What follows belongs to an exercise in optimizing a design on an open flow for small area, a short achievable clock period and few clock cycles; a production flow would make more cautious choices. Function was checked by simulation only, so behaviour that the tests miss may differ from the original.

==> design.v <==
module unsigned_multiplier(
  input  [7:0]  multiplier,
  input  [7:0]  multiplicand,
  output [14:0] product
);
  wire sa = multiplier[7];
  wire sb = multiplicand[7];
  wire na0, nb0;
  mul_xnor ua0(.a(multiplier[0]), .b(sa), .y(na0));
  mul_xnor ub0(.a(multiplicand[0]), .b(sb), .y(nb0));
  wire na1, nb1;
  mul_xnor ua1(.a(multiplier[1]), .b(sa), .y(na1));
  mul_xnor ub1(.a(multiplicand[1]), .b(sb), .y(nb1));
  wire na2, nb2;
  mul_xnor ua2(.a(multiplier[2]), .b(sa), .y(na2));
  mul_xnor ub2(.a(multiplicand[2]), .b(sb), .y(nb2));
  wire na3, nb3;
  mul_xnor ua3(.a(multiplier[3]), .b(sa), .y(na3));
  mul_xnor ub3(.a(multiplicand[3]), .b(sb), .y(nb3));
  wire na4, nb4;
  mul_xnor ua4(.a(multiplier[4]), .b(sa), .y(na4));
  mul_xnor ub4(.a(multiplicand[4]), .b(sb), .y(nb4));
  wire na5, nb5;
  mul_xnor ua5(.a(multiplier[5]), .b(sa), .y(na5));
  mul_xnor ub5(.a(multiplicand[5]), .b(sb), .y(nb5));
  wire na6, nb6;
  mul_xnor ua6(.a(multiplier[6]), .b(sa), .y(na6));
  mul_xnor ub6(.a(multiplicand[6]), .b(sb), .y(nb6));
  wire nsa, nsb;
  mul_inv usa(.a(sa), .y(nsa));
  mul_inv usb(.a(sb), .y(nsb));
  wire pp_0_0;
  mul_nor u_pp_0_0(.a(na0), .b(nb0), .y(pp_0_0));
  wire pp_0_1;
  mul_nor u_pp_0_1(.a(na0), .b(nb1), .y(pp_0_1));
  wire pp_0_2;
  mul_nor u_pp_0_2(.a(na0), .b(nb2), .y(pp_0_2));
  wire pp_0_3;
  mul_nor u_pp_0_3(.a(na0), .b(nb3), .y(pp_0_3));
  wire pp_0_4;
  mul_nor u_pp_0_4(.a(na0), .b(nb4), .y(pp_0_4));
  wire pp_0_5;
  mul_nor u_pp_0_5(.a(na0), .b(nb5), .y(pp_0_5));
  wire pp_0_6;
  mul_nor u_pp_0_6(.a(na0), .b(nb6), .y(pp_0_6));
  wire pp_1_0;
  mul_nor u_pp_1_0(.a(na1), .b(nb0), .y(pp_1_0));
  wire pp_1_1;
  mul_nor u_pp_1_1(.a(na1), .b(nb1), .y(pp_1_1));
  wire pp_1_2;
  mul_nor u_pp_1_2(.a(na1), .b(nb2), .y(pp_1_2));
  wire pp_1_3;
  mul_nor u_pp_1_3(.a(na1), .b(nb3), .y(pp_1_3));
  wire pp_1_4;
  mul_nor u_pp_1_4(.a(na1), .b(nb4), .y(pp_1_4));
  wire pp_1_5;
  mul_nor u_pp_1_5(.a(na1), .b(nb5), .y(pp_1_5));
  wire pp_1_6;
  mul_nor u_pp_1_6(.a(na1), .b(nb6), .y(pp_1_6));
  wire pp_2_0;
  mul_nor u_pp_2_0(.a(na2), .b(nb0), .y(pp_2_0));
  wire pp_2_1;
  mul_nor u_pp_2_1(.a(na2), .b(nb1), .y(pp_2_1));
  wire pp_2_2;
  mul_nor u_pp_2_2(.a(na2), .b(nb2), .y(pp_2_2));
  wire pp_2_3;
  mul_nor u_pp_2_3(.a(na2), .b(nb3), .y(pp_2_3));
  wire pp_2_4;
  mul_nor u_pp_2_4(.a(na2), .b(nb4), .y(pp_2_4));
  wire pp_2_5;
  mul_nor u_pp_2_5(.a(na2), .b(nb5), .y(pp_2_5));
  wire pp_2_6;
  mul_nor u_pp_2_6(.a(na2), .b(nb6), .y(pp_2_6));
  wire pp_3_0;
  mul_nor u_pp_3_0(.a(na3), .b(nb0), .y(pp_3_0));
  wire pp_3_1;
  mul_nor u_pp_3_1(.a(na3), .b(nb1), .y(pp_3_1));
  wire pp_3_2;
  mul_nor u_pp_3_2(.a(na3), .b(nb2), .y(pp_3_2));
  wire pp_3_3;
  mul_nor u_pp_3_3(.a(na3), .b(nb3), .y(pp_3_3));
  wire pp_3_4;
  mul_nor u_pp_3_4(.a(na3), .b(nb4), .y(pp_3_4));
  wire pp_3_5;
  mul_nor u_pp_3_5(.a(na3), .b(nb5), .y(pp_3_5));
  wire pp_3_6;
  mul_nor u_pp_3_6(.a(na3), .b(nb6), .y(pp_3_6));
  wire pp_4_0;
  mul_nor u_pp_4_0(.a(na4), .b(nb0), .y(pp_4_0));
  wire pp_4_1;
  mul_nor u_pp_4_1(.a(na4), .b(nb1), .y(pp_4_1));
  wire pp_4_2;
  mul_nor u_pp_4_2(.a(na4), .b(nb2), .y(pp_4_2));
  wire pp_4_3;
  mul_nor u_pp_4_3(.a(na4), .b(nb3), .y(pp_4_3));
  wire pp_4_4;
  mul_nor u_pp_4_4(.a(na4), .b(nb4), .y(pp_4_4));
  wire pp_4_5;
  mul_nor u_pp_4_5(.a(na4), .b(nb5), .y(pp_4_5));
  wire pp_4_6;
  mul_nor u_pp_4_6(.a(na4), .b(nb6), .y(pp_4_6));
  wire pp_5_0;
  mul_nor u_pp_5_0(.a(na5), .b(nb0), .y(pp_5_0));
  wire pp_5_1;
  mul_nor u_pp_5_1(.a(na5), .b(nb1), .y(pp_5_1));
  wire pp_5_2;
  mul_nor u_pp_5_2(.a(na5), .b(nb2), .y(pp_5_2));
  wire pp_5_3;
  mul_nor u_pp_5_3(.a(na5), .b(nb3), .y(pp_5_3));
  wire pp_5_4;
  mul_nor u_pp_5_4(.a(na5), .b(nb4), .y(pp_5_4));
  wire pp_5_5;
  mul_nor u_pp_5_5(.a(na5), .b(nb5), .y(pp_5_5));
  wire pp_5_6;
  mul_nor u_pp_5_6(.a(na5), .b(nb6), .y(pp_5_6));
  wire pp_6_0;
  mul_nor u_pp_6_0(.a(na6), .b(nb0), .y(pp_6_0));
  wire pp_6_1;
  mul_nor u_pp_6_1(.a(na6), .b(nb1), .y(pp_6_1));
  wire pp_6_2;
  mul_nor u_pp_6_2(.a(na6), .b(nb2), .y(pp_6_2));
  wire pp_6_3;
  mul_nor u_pp_6_3(.a(na6), .b(nb3), .y(pp_6_3));
  wire pp_6_4;
  mul_nor u_pp_6_4(.a(na6), .b(nb4), .y(pp_6_4));
  wire pp_6_5;
  mul_nor u_pp_6_5(.a(na6), .b(nb5), .y(pp_6_5));
  wire pp_6_6;
  mul_nor u_pp_6_6(.a(na6), .b(nb6), .y(pp_6_6));
  wire ca_0;
  mul_nor u_ca_0(.a(nsa), .b(nb0), .y(ca_0));
  wire cb_0;
  mul_nor u_cb_0(.a(nsb), .b(na0), .y(cb_0));
  wire ca_1;
  mul_nor u_ca_1(.a(nsa), .b(nb1), .y(ca_1));
  wire cb_1;
  mul_nor u_cb_1(.a(nsb), .b(na1), .y(cb_1));
  wire ca_2;
  mul_nor u_ca_2(.a(nsa), .b(nb2), .y(ca_2));
  wire cb_2;
  mul_nor u_cb_2(.a(nsb), .b(na2), .y(cb_2));
  wire ca_3;
  mul_nor u_ca_3(.a(nsa), .b(nb3), .y(ca_3));
  wire cb_3;
  mul_nor u_cb_3(.a(nsb), .b(na3), .y(cb_3));
  wire ca_4;
  mul_nor u_ca_4(.a(nsa), .b(nb4), .y(ca_4));
  wire cb_4;
  mul_nor u_cb_4(.a(nsb), .b(na4), .y(cb_4));
  wire ca_5;
  mul_nor u_ca_5(.a(nsa), .b(nb5), .y(ca_5));
  wire cb_5;
  mul_nor u_cb_5(.a(nsb), .b(na5), .y(cb_5));
  wire ca_6;
  mul_nor u_ca_6(.a(nsa), .b(nb6), .y(ca_6));
  wire cb_6;
  mul_nor u_cb_6(.a(nsb), .b(na6), .y(cb_6));
  wire cab;
  mul_nor u_cab(.a(nsa), .b(nsb), .y(cab));
  wire s1, c2;
  mul_fa u_s1(.a(ca_0), .b(cab), .c(cb_0), .s(s1), .co(c2));
  wire s3, c4;
  mul_ha u_s3(.a(pp_0_0), .b(s1), .s(s3), .co(c4));
  wire s5, c6;
  mul_fa u_s5(.a(ca_1), .b(cb_1), .c(pp_0_1), .s(s5), .co(c6));
  wire s7, c8;
  mul_fa u_s7(.a(pp_1_0), .b(c2), .c(s5), .s(s7), .co(c8));
  wire s9, c10;
  mul_ha u_s9(.a(c4), .b(s7), .s(s9), .co(c10));
  wire s11, c12;
  mul_fa u_s11(.a(ca_2), .b(cb_2), .c(pp_0_2), .s(s11), .co(c12));
  wire s13, c14;
  mul_fa u_s13(.a(pp_1_1), .b(pp_2_0), .c(c6), .s(s13), .co(c14));
  wire s15, c16;
  mul_fa u_s15(.a(s11), .b(c8), .c(s13), .s(s15), .co(c16));
  wire s17, c18;
  mul_ha u_s17(.a(c10), .b(s15), .s(s17), .co(c18));
  wire s19, c20;
  mul_fa u_s19(.a(ca_3), .b(cb_3), .c(pp_0_3), .s(s19), .co(c20));
  wire s21, c22;
  mul_fa u_s21(.a(pp_1_2), .b(pp_2_1), .c(pp_3_0), .s(s21), .co(c22));
  wire s23, c24;
  mul_fa u_s23(.a(c12), .b(s19), .c(s21), .s(s23), .co(c24));
  wire s25, c26;
  mul_fa u_s25(.a(c14), .b(s23), .c(c16), .s(s25), .co(c26));
  wire s27, c28;
  mul_fa u_s27(.a(ca_4), .b(cb_4), .c(pp_0_4), .s(s27), .co(c28));
  wire s29, c30;
  mul_fa u_s29(.a(pp_1_3), .b(pp_2_2), .c(pp_3_1), .s(s29), .co(c30));
  wire s31, c32;
  mul_fa u_s31(.a(pp_4_0), .b(c20), .c(c22), .s(s31), .co(c32));
  wire s33, c34;
  mul_fa u_s33(.a(s27), .b(s29), .c(c24), .s(s33), .co(c34));
  wire s35, c36;
  mul_fa u_s35(.a(s31), .b(s33), .c(c26), .s(s35), .co(c36));
  wire s37, c38;
  mul_fa u_s37(.a(ca_5), .b(cb_5), .c(pp_0_5), .s(s37), .co(c38));
  wire s39, c40;
  mul_fa u_s39(.a(pp_1_4), .b(pp_2_3), .c(pp_3_2), .s(s39), .co(c40));
  wire s41, c42;
  mul_fa u_s41(.a(pp_4_1), .b(pp_5_0), .c(c28), .s(s41), .co(c42));
  wire s43, c44;
  mul_fa u_s43(.a(c30), .b(s37), .c(s39), .s(s43), .co(c44));
  wire s45, c46;
  mul_fa u_s45(.a(c32), .b(s41), .c(s43), .s(s45), .co(c46));
  wire s47, c48;
  mul_ha u_s47(.a(c34), .b(s45), .s(s47), .co(c48));
  wire s49, c50;
  mul_fa u_s49(.a(ca_6), .b(cb_6), .c(pp_0_6), .s(s49), .co(c50));
  wire s51, c52;
  mul_fa u_s51(.a(pp_1_5), .b(pp_2_4), .c(pp_3_3), .s(s51), .co(c52));
  wire s53, c54;
  mul_fa u_s53(.a(pp_4_2), .b(pp_5_1), .c(pp_6_0), .s(s53), .co(c54));
  wire s55, c56;
  mul_fa u_s55(.a(c38), .b(c40), .c(s49), .s(s55), .co(c56));
  wire s57, c58;
  mul_fa u_s57(.a(s51), .b(s53), .c(c42), .s(s57), .co(c58));
  wire s59, c60;
  mul_fa u_s59(.a(c44), .b(s55), .c(s57), .s(s59), .co(c60));
  wire s61, c62;
  mul_fa u_s61(.a(c46), .b(c48), .c(s59), .s(s61), .co(c62));
  wire s63, c64;
  mul_fa u_s63(.a(pp_1_6), .b(pp_2_5), .c(pp_3_4), .s(s63), .co(c64));
  wire s65, c66;
  mul_fa u_s65(.a(pp_4_3), .b(pp_5_2), .c(pp_6_1), .s(s65), .co(c66));
  wire s67, c68;
  mul_fa u_s67(.a(c50), .b(c52), .c(c54), .s(s67), .co(c68));
  wire s69, c70;
  mul_fa u_s69(.a(s63), .b(s65), .c(c56), .s(s69), .co(c70));
  wire s71, c72;
  mul_fa u_s71(.a(s67), .b(c58), .c(s69), .s(s71), .co(c72));
  wire s73, c74;
  mul_ha u_s73(.a(c60), .b(s71), .s(s73), .co(c74));
  wire s75, c76;
  mul_fa u_s75(.a(pp_2_6), .b(pp_3_5), .c(pp_4_4), .s(s75), .co(c76));
  wire s77, c78;
  mul_fa u_s77(.a(pp_5_3), .b(pp_6_2), .c(c64), .s(s77), .co(c78));
  wire s79, c80;
  mul_fa u_s79(.a(c66), .b(s75), .c(c68), .s(s79), .co(c80));
  wire s81, c82;
  mul_fa u_s81(.a(s77), .b(c70), .c(s79), .s(s81), .co(c82));
  wire s83, c84;
  mul_ha u_s83(.a(s81), .b(c72), .s(s83), .co(c84));
  wire s85, c86;
  mul_fa u_s85(.a(pp_3_6), .b(pp_4_5), .c(pp_5_4), .s(s85), .co(c86));
  wire s87, c88;
  mul_fa u_s87(.a(pp_6_3), .b(c76), .c(s85), .s(s87), .co(c88));
  wire s89, c90;
  mul_fa u_s89(.a(c78), .b(s87), .c(c80), .s(s89), .co(c90));
  wire s91, c92;
  mul_ha u_s91(.a(s89), .b(c82), .s(s91), .co(c92));
  wire s93, c94;
  mul_fa u_s93(.a(pp_4_6), .b(pp_5_5), .c(pp_6_4), .s(s93), .co(c94));
  wire s95, c96;
  mul_fa u_s95(.a(c86), .b(s93), .c(c88), .s(s95), .co(c96));
  wire s97, c98;
  mul_ha u_s97(.a(s95), .b(c90), .s(s97), .co(c98));
  wire s99, c100;
  mul_fa u_s99(.a(pp_5_6), .b(pp_6_5), .c(c94), .s(s99), .co(c100));
  wire s101, c102;
  mul_ha u_s101(.a(s99), .b(c96), .s(s101), .co(c102));
  wire s103, c104;
  mul_fa u_s103(.a(pp_6_6), .b(c100), .c(c102), .s(s103), .co(c104));
  wire [14:0] r0 = {1'b0, c104, s103, s101, c92, c84, c74, s73, s61, s47, s35, c18, s17, s9, s3};
  wire [14:0] r1 = {1'b0, 1'b0, 1'b0, c98, s97, s91, s83, c62, 1'b0, c36, 1'b0, s25, 1'b0, 1'b0, 1'b0};
  assign product = r0 + r1;
endmodule
module mul_fa(input a, input b, input c, output s, output co);
  assign s = a ^ b ^ c;
  assign co = (a & b) | (a & c) | (b & c);
endmodule
module mul_ha(input a, input b, output s, output co);
  assign s = a ^ b;
  assign co = a & b;
endmodule
module mul_xnor(input a, input b, output y);
  assign y = ~(a ^ b);
endmodule
module mul_nor(input a, input b, output y);
  assign y = ~(a | b);
endmodule
module mul_inv(input a, output y);
  assign y = ~a;
endmodule
module bin_to_bcd(
    input  [14:0] in,
    output [19:0] bcd
    );
  function [3:0] add3(input [3:0] i);
    begin
      add3[3] = i[3] | (i[2] & (i[1] | i[0]));
      add3[2] = (i[2] & ~i[1] & ~i[0]) | (i[3] & i[0]);
      add3[1] = (i[1] & (~i[2] | i[0])) | (i[3] & ~i[0]);
      add3[0] = (~i[3] & ~i[2] & i[0]) | (i[2] & i[1] & ~i[0]) | (i[3] & ~i[0]);
    end
  endfunction
  reg [19:0] st;
  integer k;
  always @(*) begin
    st = 20'd0;
    for (k = 13; k >= 0; k = k - 1) begin
      st = {add3(st[19:16]), add3(st[15:12]), add3(st[11:8]), add3(st[7:4]), add3(st[3:0])};
      st = {st[18:0], in[k]};
    end
  end
  assign bcd = st | (in[14] ? 20'h16384 : 20'h0);
endmodule
module seq_signed_mult(
  input         clk,
  input         rst,           
  input         start,         
  input  [7:0]  multiplier,    
  input  [7:0]  multiplicand,  
  output [14:0] product,       
  output [19:0] bcd,           
  output        sign,          
  output        done           
);
  wire [14:0] mag;
  unsigned_multiplier um(.multiplier(multiplier), .multiplicand(multiplicand),
    .product(mag));
  reg [14:0] product_r;
  reg        sign_r;
  reg        done_r;
  always @(posedge clk) begin
    if (start) begin
      product_r <= mag;
      sign_r    <= (multiplier[7] ^ multiplicand[7]) &&
                   (multiplier != 8'd0) && (multiplicand != 8'd0);
    end
  end
  always @(posedge clk) begin
    if (rst)
      done_r <= 1'b0;
    else if (start)
      done_r <= 1'b1;
  end
  bin_to_bcd binary_bcd(.in(product_r), .bcd(bcd));
  assign product = product_r;
  assign sign    = sign_r;
  assign done    = done_r;
endmodule
==> flow/run.sh <==
#!/bin/bash
# The standard layout, with plain buffers (not delay buffers) on the ports.
set -euo pipefail
export BUFFER_PORTS_ARGS="-buffer_cell sky130_fd_sc_hd__buf_2"
bash standard.sh > standard_flow.log 2>&1
==> standard.sh <==
#!/bin/bash
# synth_recipe.tcl (not shown) runs the flow's synth.tcl, then flattens the netlist and writes it again
# the make line also repeats each setting of config.mk as NAME=value (left out here)
make -C /OpenROAD-flow-scripts/flow DESIGN_CONFIG=/design/flow/config.mk WORK_HOME=/design/flow/orfs CLKGATE_MAP_FILE= SYNTH_SCRIPT=/design/flow/synth_recipe.tcl "${@:-finish}"
==> config.mk <==
export PLATFORM = sky130hd
export DESIGN_NAME = seq_signed_mult
export DESIGN_NICKNAME = seq_signed_mult
export VERILOG_FILES = /design/flow/design.v
export SDC_FILE = /design/flow/constraint.sdc
export NUM_CORES = 4
export LEC_CHECK = 0
export ABC_AREA = 1
export CAP_MARGIN = 20
export CORE_MARGIN = 2
export CORE_UTILIZATION = 60
export CTS_BUF_LIST = sky130_fd_sc_hd__clkbuf_4
export SLEW_MARGIN = 20
export SYNTH_HIERARCHICAL = 1
export SYNTH_MINIMUM_KEEP_SIZE = 0
==> constraint.sdc <==
create_clock -name core_clock -period 12.0 [get_ports {clk}]
set_input_delay 2.4000 -clock core_clock [delete_from_list [all_inputs] [get_ports {clk}]]
set_output_delay 2.4000 -clock core_clock [all_outputs]
set_load 0.01 [all_outputs]
==> qor.csv, run 1 <==
stage,metric,value,unit
clocking,clk buf depth,2,
synthesis,Ys Warns,8,
sta,max frequency,0.1573,GHz
final_layout,"commonest non-fill, non-tap cell in the layout",nand2_1,
sta,max-slew violations,0,
worst_setup_path,Critical-path top delay cell,edfxtp_1,
floorplan,die area,8025,um^2
clocking,Worst-path clk slew,0.10,ns
routing,final wirelength,9777,um
final_layout,Final #Nets,841,
global_routing,grt ovf,0,
sta,Rel. slew slack,0.6054,
worst_setup_path,Worst Setup End Kind,output pin,
worst_setup_path,crit path buf inv count,6,
sta,endpoints failing setup,0,
worst_setup_path,"reg-to-reg slack, setup",11.45,ns
global_routing,Total GRT Usage,0.2517,
clocking,total CTS buffers,3,
floorplan,Placeable Area,7176,um^2
global_routing,initial antenna violation count,0,
placed_design,DP HPWL,8369,um
routing,Vias/cell,5.237,
clocking,clock sink count,17,
routing,Via Count,4504,
worst_setup_path,CP Class,flop to output pin,
sta,fin crit period,6.359,ns
placed_design,Placer Congestion,0.8861,
worst_setup_path,data arrival time of the critical path,3.96,ns
sta,total negative slack,0,ns
clocking,clock root buffer,clkbuf_4,
synthesis,cells after synthesis,710,
routing,Iter 0 DRT Violations,147,
sta,fin crit share,0.5299,
global_routing,first-pass GRT wire length,16400,um
clocking,TritonCTS clock tree,yes,
worst_setup_path,cells on worst reg2reg path,2,
worst_setup_path,RR Startpoint,done_r,
worst_setup_path,R2R Path End,done_r,
sta,Final Hold Viols,0,
placed_design,Placement Setup Slack,5.469,ns
clocking,H-tree Lvls,1,
routing,antenna-violating nets left,0,
min_path,Worst Hold End,done_r,
clocking,post-CTS setup repair buffer count,0,
final_layout,Filler cells,665,
sta,setup ws final,5.641,ns
worst_setup_path,crit-path max cell delay,0.52,ns
min_path,min-delay src,done_r,
worst_setup_path,worst-path maximum fanout,8,
synthesis,Yosys reg bits,17,
final_layout,P&R area growth vs syn,8.400,%
min_path,Worst Hold Path Cells,2,
global_routing,via count of the first global-routing pass,4098,
worst_setup_path,CP top delay family,simple AND/OR/NAND/NOR gates,
placed_design,IO buf count,52,
floorplan,Initial Utilization,0.6124,
synthesis,synthesized area,4394,um^2
sta,clock skew,0,ns
final_layout,most frequent cells in the layout,"224 x nand2_1, 127 x nor2_1, 84 x inv_1",
worst_setup_path,CP dominant cell by count,nand2_1,
routing,Avg WL per Cell,11.37,um
routing,Remaining DRCs,0,
floorplan,# IOs,56,
clocking,post_cts resized,0,
final_layout,FF/Latch Area,500.5,um^2
final_layout,Antenna diodes,0,
run,maxcap violations,0,
sta,slew at the pin closest to its max-slew limit,0.5857,ns
worst_setup_path,CP required,9.60,ns
floorplan,die width,89.58,um
final_layout,multi-input gate area in the final layout,3500,um^2
min_path,Min-Delay Path Class,flop to flop,
clocking,# hold bufs at CTS,0,
routing,Initial DRT Pass Iterations,5,
sta,RSZ-0062 raised after global routing,false,
global_routing,largest net degree at the start of global routing,18,
worst_setup_path,CP startpoint kind,flop,
floorplan,die height,89.58,um
synthesis,mean area per synthesized cell,6.189,um^2
synthesis,sequential share of the synthesized area,0.1139,
synthesis,Yosys cell types,31,
floorplan,row cnt,31,
status,outcome,timing/DRC/antenna clean,
final_layout,fraction of layout cells with a size suffix above 1,0.1472,
clocking,clk latency of the worst-skew pair,0.29,ns
-- worst reg2reg max path, stage by stage (launching register included) --
cell	delay, ns
dfxtp_1	0.32
nor2_1	0.09
nor2_1	0.04
-- per-layer routing --
layer | up-vias | global-route usage | share of wire
met5 | - | 0 | 0
met4 | 0 | 0.06106 | 0.012
met3 | 12 | 0.008227 | 0.019
met2 | 79 | 0.5114 | 0.54
met1 | 2068 | 0.2850 | 0.43
li1 | 2345 | - | -
-- final cells by class --
| cell class | instances | share of cell area |
|---|---|---|
| sequential | 17 | 0.1051 |
| tap | 99 | 0.02600 |
| clock inverter | 1 | 0.001576 |
| inverter | 93 | 0.07329 |
| timing repair buffer | 52 | 0.05464 |
| multi-input combinational | 595 | 0.7347 |
| clock buffer | 3 | 0.004728 |
-- how the worst max path moves through the flow --
stage	startpoint	to	slack, ns	cells past startpoint
after global routing	product_r[13]	bcd[8]	5.09	27
after CTS	product_r[13]	bcd[8]	5.65	27
after detailed placement	multiplicand[7]	product_r[13]	5.47	18
final	product_r[13]	bcd[8]	5.64	27
after floorplan	multiplicand[6]	product_r[11]	6.11	16
after global placement	multiplicand[7]	product_r[11]	5.53	16
-- Yosys cell counts, drive strengths merged --
cell type	instances	area, um^2
nor2b	1	6.260
dfxtp	1	20.02
nor2	137	549.3
nand3	71	380.4
nand4	19	125.1
a21boi	1	7.510
edfxtp	16	480.5
o21bai	2	15.01
o21a	1	7.510
o22ai	2	18.77
o21ai	21	123.9
conb	1	3.750
nor3	1	5.000
xor2	6	52.55
fa	43	860.8
ha	17	212.7
a21oi	27	161.4
xnor2	1	8.760
nand2	242	953.4
buf	7	52.55
inv	93	349.1
-- stage by stage --
step           instances  area, um^2  utilization  hold slack, ns
2_1_floorplan        712        4402            -          0.5028
3_3_place_gp         856        4733       0.6596          0.4471
3_5_place_dp         856        4733       0.6596          0.4581
4_1_cts              860        4763       0.6638          0.4837
5_1_grt              860        4763       0.6638          0.5220
6_report             860        4763       0.6638          0.4750
-- modules after synthesis (local to each module, per instance) --
| module | times used | area, um^2 |
|---|---|---|
| bin_to_bcd | 1 | 1861 |
| seq_signed_mult | 1 | 574.3 |
| unsigned_multiplier | 1 | 475.5 |
| mul_fa | 43 | 20.02 |
| mul_xnor | 14 | 18.77 |
| mul_ha | 9 | 12.51 |
| mul_inv | 2 | 3.754 |
| mul_nor | 64 | 3.754 |
-- sequential cells by signal, summed over array words and instances (netlist names) --
signal and count:
product_r 15, done_r 1, sign_r 1
-- cell families (layout without fill, tap and decap cells) --
| group | count (synthesis) | after routing | synth area share |
|---|---|---|---|
| other | 1 | 3 | 0.0008534 |
| xor gates and xnor gates | 7 | 7 | 0.01395 |
| and+or+nand+nor | 471 | 471 | 0.4596 |
| adders and majority gates | 60 | 60 | 0.2443 |
| buffers and inverters | 100 | 149 | 0.09140 |
| DFF | 17 | 17 | 0.1139 |
| AOI/OAI and AO/OA | 54 | 54 | 0.07602 |
Testbench counts, summed over its fixed seeds: cycles 3,200.
==> run 2, diff against run 1 <==
--- a/config.mk
+++ b/config.mk
@@ -9,7 +9,6 @@
 export CAP_MARGIN = 20
 export CORE_MARGIN = 2
 export CORE_UTILIZATION = 60
-export CTS_BUF_LIST = sky130_fd_sc_hd__clkbuf_4
 export SLEW_MARGIN = 20
 export SYNTH_HIERARCHICAL = 1
 export SYNTH_MINIMUM_KEEP_SIZE = 0
==> run 2 against run 1 <==
Still clean. Via count barely moved. Hold slack worse by 0.0076 ns. Register-to-register slack is essentially flat. Area after synthesis stayed put. Sequential share of layout area hardly changed. Setup slack improved by 0.051 ns.
==> qor.csv, run 2 <==
stage,metric,value,unit,change
worst_setup_path,worst-path maximum fanout,8,,unchanged
routing,Remaining DRCs,0,,unchanged
worst_setup_path,data arrival time of the critical path,3.91,ns,-0.05 ns
floorplan,# IOs,56,,unchanged
global_routing,largest net degree at the start of global routing,18,,unchanged
worst_setup_path,CP Class,flop to output pin,,
clocking,clock sink count,17,,unchanged
sta,endpoints failing setup,0,,unchanged
clocking,Worst-path clk slew,0.07,ns,-0.03 ns
synthesis,Yosys top cell by area,fa_1,,
floorplan,Initial Utilization,0.6124,,unchanged
sta,slew at the pin closest to its max-slew limit,0.5803,ns,-0.005413 ns
final_layout,biggest regs,"product_r x15, done_r x1, sign_r x1",,
clocking,total CTS buffers,3,,unchanged
global_routing,Total GRT Usage,0.2536,,+0.001924
worst_setup_path,CP required,9.60,ns,about the same
clocking,clk latency of the worst-skew pair,0.25,ns,-0.04 ns
global_routing,grt ovf,0,,unchanged
final_layout,"commonest non-fill, non-tap cell in the layout",nand2_1,,
sta,total negative slack,0,ns,unchanged
routing,final wirelength,9902,um,+1.3%
sta,fin crit period,6.308,ns,-0.05144 ns
floorplan,Placeable Area,7176,um^2,unchanged
worst_setup_path,"reg-to-reg slack, setup",11.46,ns,about the same
worst_setup_path,RR Startpoint,done_r,,
worst_setup_path,cells on worst reg2reg path,2,,unchanged
synthesis,most common flop cell mapped by yosys,edfxtp_1,,
sta,Rel. slew slack,0.6090,,+0.003647
floorplan,die width,89.58,um,unchanged
final_layout,P&R area growth vs syn,8.827,%,
min_path,min-delay src,done_r,,
min_path,Worst Hold Path Cells,2,,unchanged
final_layout,Antenna diodes,0,,unchanged
synthesis,Synth top cells by count,"224 x nand2_1, 127 x nor2_1, 84 x inv_1, 66 x nand3_1, 43 x fa_1",,
sta,fin crit share,0.5256,,-0.004287
final_layout,Filler cells,662,,-0.45%
final_layout,number of flip-flops in the largest register,15,,unchanged
routing,Avg WL per Cell,11.51,um,+1.3%
synthesis,Post-synth EDFFs,16,,unchanged
final_layout,most frequent cells in the layout,"224 x nand2_1, 127 x nor2_1, 84 x inv_1",,
worst_setup_path,critical path launch point,product_r[13],,
synthesis,cells after synthesis,710,,unchanged
final_layout,fraction of layout cells with a size suffix above 1,0.1472,,unchanged
synthesis,mean area per synthesized cell,6.189,um^2,unchanged
sta,clock skew,0,ns,unchanged
floorplan,die area,8025,um^2,unchanged
synthesis,area share of the largest cell type after synthesis,0.1959,,unchanged
synthesis,Async SR Flop Fraction,0,,unchanged
synthesis,top-count cell post-synth,nand2_1,,
routing,Initial DRT Pass Iterations,5,,unchanged
final_layout,Final #Nets,841,,unchanged
synthesis,Ys Warns,8,,unchanged
synthesis,synthesized area,4394,um^2,unchanged
final_layout,Top reg by flops,product_r,,
final_layout,final core utilization,0.6664,,+0.002615
floorplan,row cnt,31,,unchanged
sta,max frequency,0.1585,GHz,+0.82%
routing,Vias/cell,5.236,,about the same
placed_design,DP HPWL,8369,um,unchanged
clocking,# hold bufs at CTS,0,,unchanged
global_routing,initial antenna violation count,0,,unchanged
routing,Via Count,4503,,-0.022%
synthesis,sequential share of the synthesized area,0.1139,,unchanged
synthesis,Yosys cell types,31,,unchanged
global_routing,via count of the first global-routing pass,4098,,unchanged
min_path,Worst Hold End,done_r,,
routing,Iter 0 DRT Violations,150,,+2.0%
global_routing,first-pass GRT wire length,16440,um,+0.25%
clocking,H-tree Lvls,1,,unchanged
run,maxcap violations,0,,unchanged
synthesis,Synth area leaders,"fa_1 20%, nand2_1 19%, edfxtp_1 11%",,
clocking,TritonCTS clock tree,yes,,
routing,antenna-violating nets left,0,,unchanged
sta,RSZ-0062 raised after global routing,false,,
clocking,clock root buffer,clkbuf_8,,
placed_design,IO buf count,52,,unchanged
sta,max-slew violations,0,,unchanged
floorplan,die height,89.58,um,unchanged
worst_setup_path,CP startpoint kind,flop,,
clocking,post_cts resized,0,,unchanged
worst_setup_path,Worst Setup End Kind,output pin,,
status,outcome,timing/DRC/antenna clean,,
clocking,clk buf depth,2,,unchanged
synthesis,Yosys reg bits,17,,unchanged
min_path,Min-Delay Path Class,flop to flop,,
clocking,post-CTS setup repair buffer count,0,,unchanged
sta,Final Hold Viols,0,,unchanged
placed_design,Placer Congestion,0.8861,,unchanged
worst_setup_path,R2R Path End,done_r,,
-- run 2: cell count changes in the layout (fill, tap and decap cells not counted) --
cell      before  now
clkbuf_4       3    0
clkbuf_8       0    3
-- run 2: modules after synthesis, one instance, submodules excluded --
module	flops+latches	area, um^2	cells inside	times used
mul_nor	0	3.754	1	64
mul_ha	0	12.51	1	9
mul_xnor	0	18.77	5	14
mul_fa	0	20.02	1	43
mul_inv	0	3.754	1	2
seq_signed_mult	17	574.3	35	1
bin_to_bcd	0	1861	402	1
unsigned_multiplier	0	475.5	85	1
-- run 2: worst max-delay path by stage --
stage / to
after floorplan: product_r[11]
after global placement: product_r[11]
after detailed placement: product_r[13]
after CTS: bcd[8]
after global routing: bcd[8]
final: bcd[8]
-- run 2: cells by family after synthesis --
logic type               Yosys count  share of synthesized area
XOR/XNOR                           7                    0.01395
other                              1                  0.0008534
buffers and inverters            100                    0.09140
flip-flops                        17                     0.1139
AO/OA/AOI/OAI                     54                    0.07602
AND/OR/NAND/NOR                  471                     0.4596
adder cells (fa/ha/maj)           60                     0.2443
-- run 2: area by class of cell --
cell class              count  area, um^2  share of cell area
clock buffers               3       41.29            0.008634
clock inverters             1       7.507            0.001570
inverters                  93       349.1             0.07300
multi-input cells         595        3500              0.7318
flip-flops and latches     17       500.5              0.1047
well taps                  99       123.9             0.02590
repair buffers             52       260.3             0.05442
-- run 2: routing by layer --
layer | global-route usage | routed length [um] | vias to the layer above
met1 | 0.2861 | 4235 | 2068
met2 | 0.5107 | 5344 | 82
met4 | 0.07327 | 102 | 0
met3 | 0.008227 | 220 | 9
li1 | - | - | 2344
met5 | 0 | 0 | -
-- run 2: per-stage QoR --
stage	setup WS (ns)	hold WS [ns]	area (um^2)	instances
after floorplan	6.106	0.5028	4402	712
after global placement	5.525	0.4471	4733	856
after detailed placement	5.469	0.4581	4733	856
after CTS	5.705	0.4745	4782	860
after global routing	5.156	0.5116	4782	860
final	5.692	0.4673	4782	860
-- run 2: worst max-delay path, cell delays in order, from the launching register on --
cell	delay [ns]
edfxtp_1	0.51
inv_2	0.13
a21oi_1	0.08
nand2_1	0.13
nand2_1	0.09
inv_2	0.11
nor2_4	0.04
nor2_2	0.22
nand3_1	0.16
nand3_1	0.22
nand2_2	0.09
nand2_2	0.08
nand2_1	0.07
inv_1	0.08
nand2_1	0.07
nand2_1	0.14
nand2_1	0.08
nand2_2	0.10
inv_2	0.05
o21ai_2	0.15
nand2_2	0.11
nand3_1	0.14
nand4_1	0.13
a21oi_2	0.27
inv_1	0.06
o21ai_1	0.15
nand2_1	0.06
buf_2	0.13
==> run 3, diff against run 2 <==
--- a/config.mk
+++ b/config.mk
@@ -9,6 +9,6 @@
 export CAP_MARGIN = 20
 export CORE_MARGIN = 2
 export CORE_UTILIZATION = 60
-export SLEW_MARGIN = 20
+export SLEW_MARGIN = 60
 export SYNTH_HIERARCHICAL = 1
 export SYNTH_MINIMUM_KEEP_SIZE = 0
==> run 3 against run 2 <==
Fmax did not move. Sequential cell count stayed put. Global-route usage unchanged. Sequential share of layout area stayed put. Wire length is the same. Setup slack did not move. Core utilization unchanged. Clock skew is the same. Register-to-register slack hardly changed.
==> qor.csv, run 3 <==
stage,metric,value,unit,change
floorplan,Initial Utilization,0.6124,,unchanged
placed_design,Placer Congestion,0.8861,,unchanged
run,maxcap violations,0,,unchanged
status,outcome,timing/DRC/antenna clean,,
synthesis,cells after synthesis,710,,unchanged
sta,fin crit period,6.308,ns,unchanged
sta,max frequency,0.1585,GHz,unchanged
sta,fin crit share,0.5256,,unchanged
floorplan,die area,8025,um^2,unchanged
placed_design,placed insts,856,,unchanged
min_path,Min-Delay Path Class,flop to flop,,
final_layout,final cell count without fillers,860,,unchanged
sta,total negative slack,0,ns,unchanged
final_layout,number of flip-flops in the largest register,15,,unchanged
routing,Remaining DRCs,0,,unchanged
global_routing,grt ovf,0,,unchanged
clocking,total CTS buffers,3,,unchanged
synthesis,mean area per synthesized cell,6.189,um^2,unchanged
synthesis,Post-synth EDFFs,16,,unchanged
clocking,# hold bufs at CTS,0,,unchanged
sta,clock skew,0,ns,unchanged
sta,endpoints failing setup,0,,unchanged
floorplan,die width,89.58,um,unchanged
final_layout,Antenna diodes,0,,unchanged
sta,Final Hold Viols,0,,unchanged
synthesis,synthesized area,4394,um^2,unchanged
synthesis,sequential share of the synthesized area,0.1139,,unchanged
worst_setup_path,Worst Setup End Kind,output pin,,
synthesis,Yosys cell types,31,,unchanged
synthesis,top-count cell post-synth,nand2_1,,
sta,RSZ-0062 raised after global routing,false,,
routing,Iter 0 DRT Violations,150,,unchanged
final_layout,Top reg by flops,product_r,,
clocking,clock sink count,17,,unchanged
routing,Via Count,4503,,unchanged
synthesis,Yosys top cell by area,fa_1,,
routing,Vias/cell,5.236,,unchanged
clocking,TritonCTS clock tree,yes,,
floorplan,# IOs,56,,unchanged
worst_setup_path,CP startpoint kind,flop,,
synthesis,Yosys reg bits,17,,unchanged
final_layout,fraction of layout cells with a size suffix above 1,0.1472,,unchanged
synthesis,Synth top cells by count,"224 x nand2_1, 127 x nor2_1, 84 x inv_1, 66 x nand3_1, 43 x fa_1",,
synthesis,area share of the largest cell type after synthesis,0.1959,,unchanged
clocking,clock root buffer,clkbuf_8,,
sta,slew at the pin closest to its max-slew limit,0.5803,ns,unchanged
worst_setup_path,worst-path maximum fanout,8,,unchanged
sta,Rel. slew slack,0.6090,,unchanged
floorplan,Placeable Area,7176,um^2,unchanged
final_layout,most frequent cells in the layout,"224 x nand2_1, 127 x nor2_1, 84 x inv_1",,
final_layout,P&R area growth vs syn,8.827,%,unchanged
global_routing,initial antenna violation count,0,,unchanged
placed_design,DP HPWL,8369,um,unchanged
synthesis,Synth area leaders,"fa_1 20%, nand2_1 19%, edfxtp_1 11%",,
routing,final wirelength,9902,um,unchanged
clocking,post-CTS setup repair buffer count,0,,unchanged
final_layout,biggest regs,"product_r x15, done_r x1, sign_r x1",,
global_routing,first-pass GRT wire length,16440,um,unchanged
worst_setup_path,CP Class,flop to output pin,,
synthesis,Ys Warns,8,,unchanged
routing,antenna-violating nets left,0,,unchanged
final_layout,Filler cells,662,,unchanged
synthesis,most common flop cell mapped by yosys,edfxtp_1,,
sta,max-slew violations,0,,unchanged
clocking,clk latency of the worst-skew pair,0.25,ns,about the same
final_layout,Final #Nets,841,,unchanged
clocking,H-tree Lvls,1,,unchanged
worst_setup_path,CP required,9.60,ns,about the same
global_routing,largest net degree at the start of global routing,18,,unchanged
floorplan,die height,89.58,um,unchanged
clocking,post_cts resized,0,,unchanged
floorplan,row cnt,31,,unchanged
routing,Avg WL per Cell,11.51,um,unchanged
worst_setup_path,data arrival time of the critical path,3.91,ns,about the same
clocking,Worst-path clk slew,0.07,ns,about the same
placed_design,IO buf count,52,,unchanged
global_routing,Total GRT Usage,0.2536,,unchanged
global_routing,via count of the first global-routing pass,4098,,unchanged
final_layout,"commonest non-fill, non-tap cell in the layout",nand2_1,,
clocking,clk buf depth,2,,unchanged
routing,Initial DRT Pass Iterations,5,,unchanged
synthesis,Async SR Flop Fraction,0,,unchanged
[run 3: cell counts in the layout (fill, tap and decap cells not counted)]
Identical to the previous run, type by type.
[run 3: kinds of logic after synthesis]
family	synth area share
fa+ha+maj	0.2443
xor+xnor	0.01395
compound gates	0.07602
simple gates	0.4596
buf+inv	0.09140
other cells	0.0008534
flops	0.1139
[run 3: path summary, 6_finish.rpt]
check	startpoint	to	slack [ns]	cells past startpoint
worst max register to register	done_r	done_r	11.46	2
worst max-delay path	product_r[13]	bcd[8]	5.69	27
worst min register to register	done_r	done_r	0.47	2
worst min-delay path	done_r	done_r	0.47	2
[run 3: per-stage QoR]
stage	worst slack (ns)	utilization	cell area [um^2]	hold slack [ns]
floorplan	6.106	-	4402	0.5028
global placement	5.525	0.6596	4733	0.4471
detailed placement	5.469	0.6596	4733	0.4581
CTS	5.705	0.6664	4782	0.4745
global route	5.156	0.6664	4782	0.5116
finish	5.692	0.6664	4782	0.4673
[run 3: per-module statistics from Yosys (local to each module, per instance), a selection]
module	copies in the design	flip-flops and latches	cell area (um^2)
unsigned_multiplier	1	0	475.5
mul_ha	9	0	12.51
mul_inv	2	0	3.754
mul_fa	43	0	20.02
seq_signed_mult	1	17	574.3
mul_nor	64	0	3.754
[run 3: layout make-up]
class,count,area [um^2],share of cell area
Multi-Input combinational cell,595,3500,0.7318
Sequential cell,17,500.5,0.1047
Inverter,93,349.1,0.07300
Timing Repair Buffer,52,260.3,0.05442
Tap cell,99,123.9,0.02590
Clock buffer,3,41.29,0.008634
Clock inverter,1,7.507,0.001570
[run 3: metal layers]
metal	track usage	wire length, um	up-vias
li1	-	-	2344
met1	0.2861	4235	2068
met2	0.5107	5344	82
met3	0.008227	220	9
met4	0.07327	102	0
met5	0	0	-
[run 3: critical path, stage by stage (launching register included)]
cell and delay, ns:
edfxtp_1 0.51, inv_2 0.13, a21oi_1 0.08, nand2_1 0.13, nand2_1 0.09, inv_2 0.11
nor2_4 0.04, nor2_2 0.22, nand3_1 0.16, nand3_1 0.22, nand2_2 0.09, nand2_2 0.08
nand2_1 0.07, inv_1 0.08, nand2_1 0.07, nand2_1 0.14, nand2_1 0.08, nand2_2 0.10
inv_2 0.05, o21ai_2 0.15, nand2_2 0.11, nand3_1 0.14, nand4_1 0.13, a21oi_2 0.27
inv_1 0.06, o21ai_1 0.15, nand2_1 0.06, buf_2 0.13

-- separate check: timing with driven ports --
The flow's constraints put no driver on any port. The routed layouts listed below were extracted and timed again, unchanged, in two steps. Step 1 sets driving cells, clkbuf_16 on the clock port and buf_2 on the other inputs (assumed; they add their load-dependent delay and slew). Step 2 also shifts input and output timing later by t, the mid clock arrival at the registers, as if the neighbouring blocks saw the same clock. Slacks: no drivers / after step 1 / after step 2; pairs: no drivers / after step 1.
run | t (ns) | setup slack, ns | worst setup path at the end | worst data-port slew with drivers (ns)
run 1 | 0.318 | 5.641 / 5.619 / 5.476 | input to register | 0.04
run 2 | 0.280 | 5.692 / 5.667 / 5.441 | input to register | 0.04
run 3 | 0.280 | 5.692 / 5.667 / 5.441 | input to register | 0.04
After both steps setup and hold are still met in every run listed.
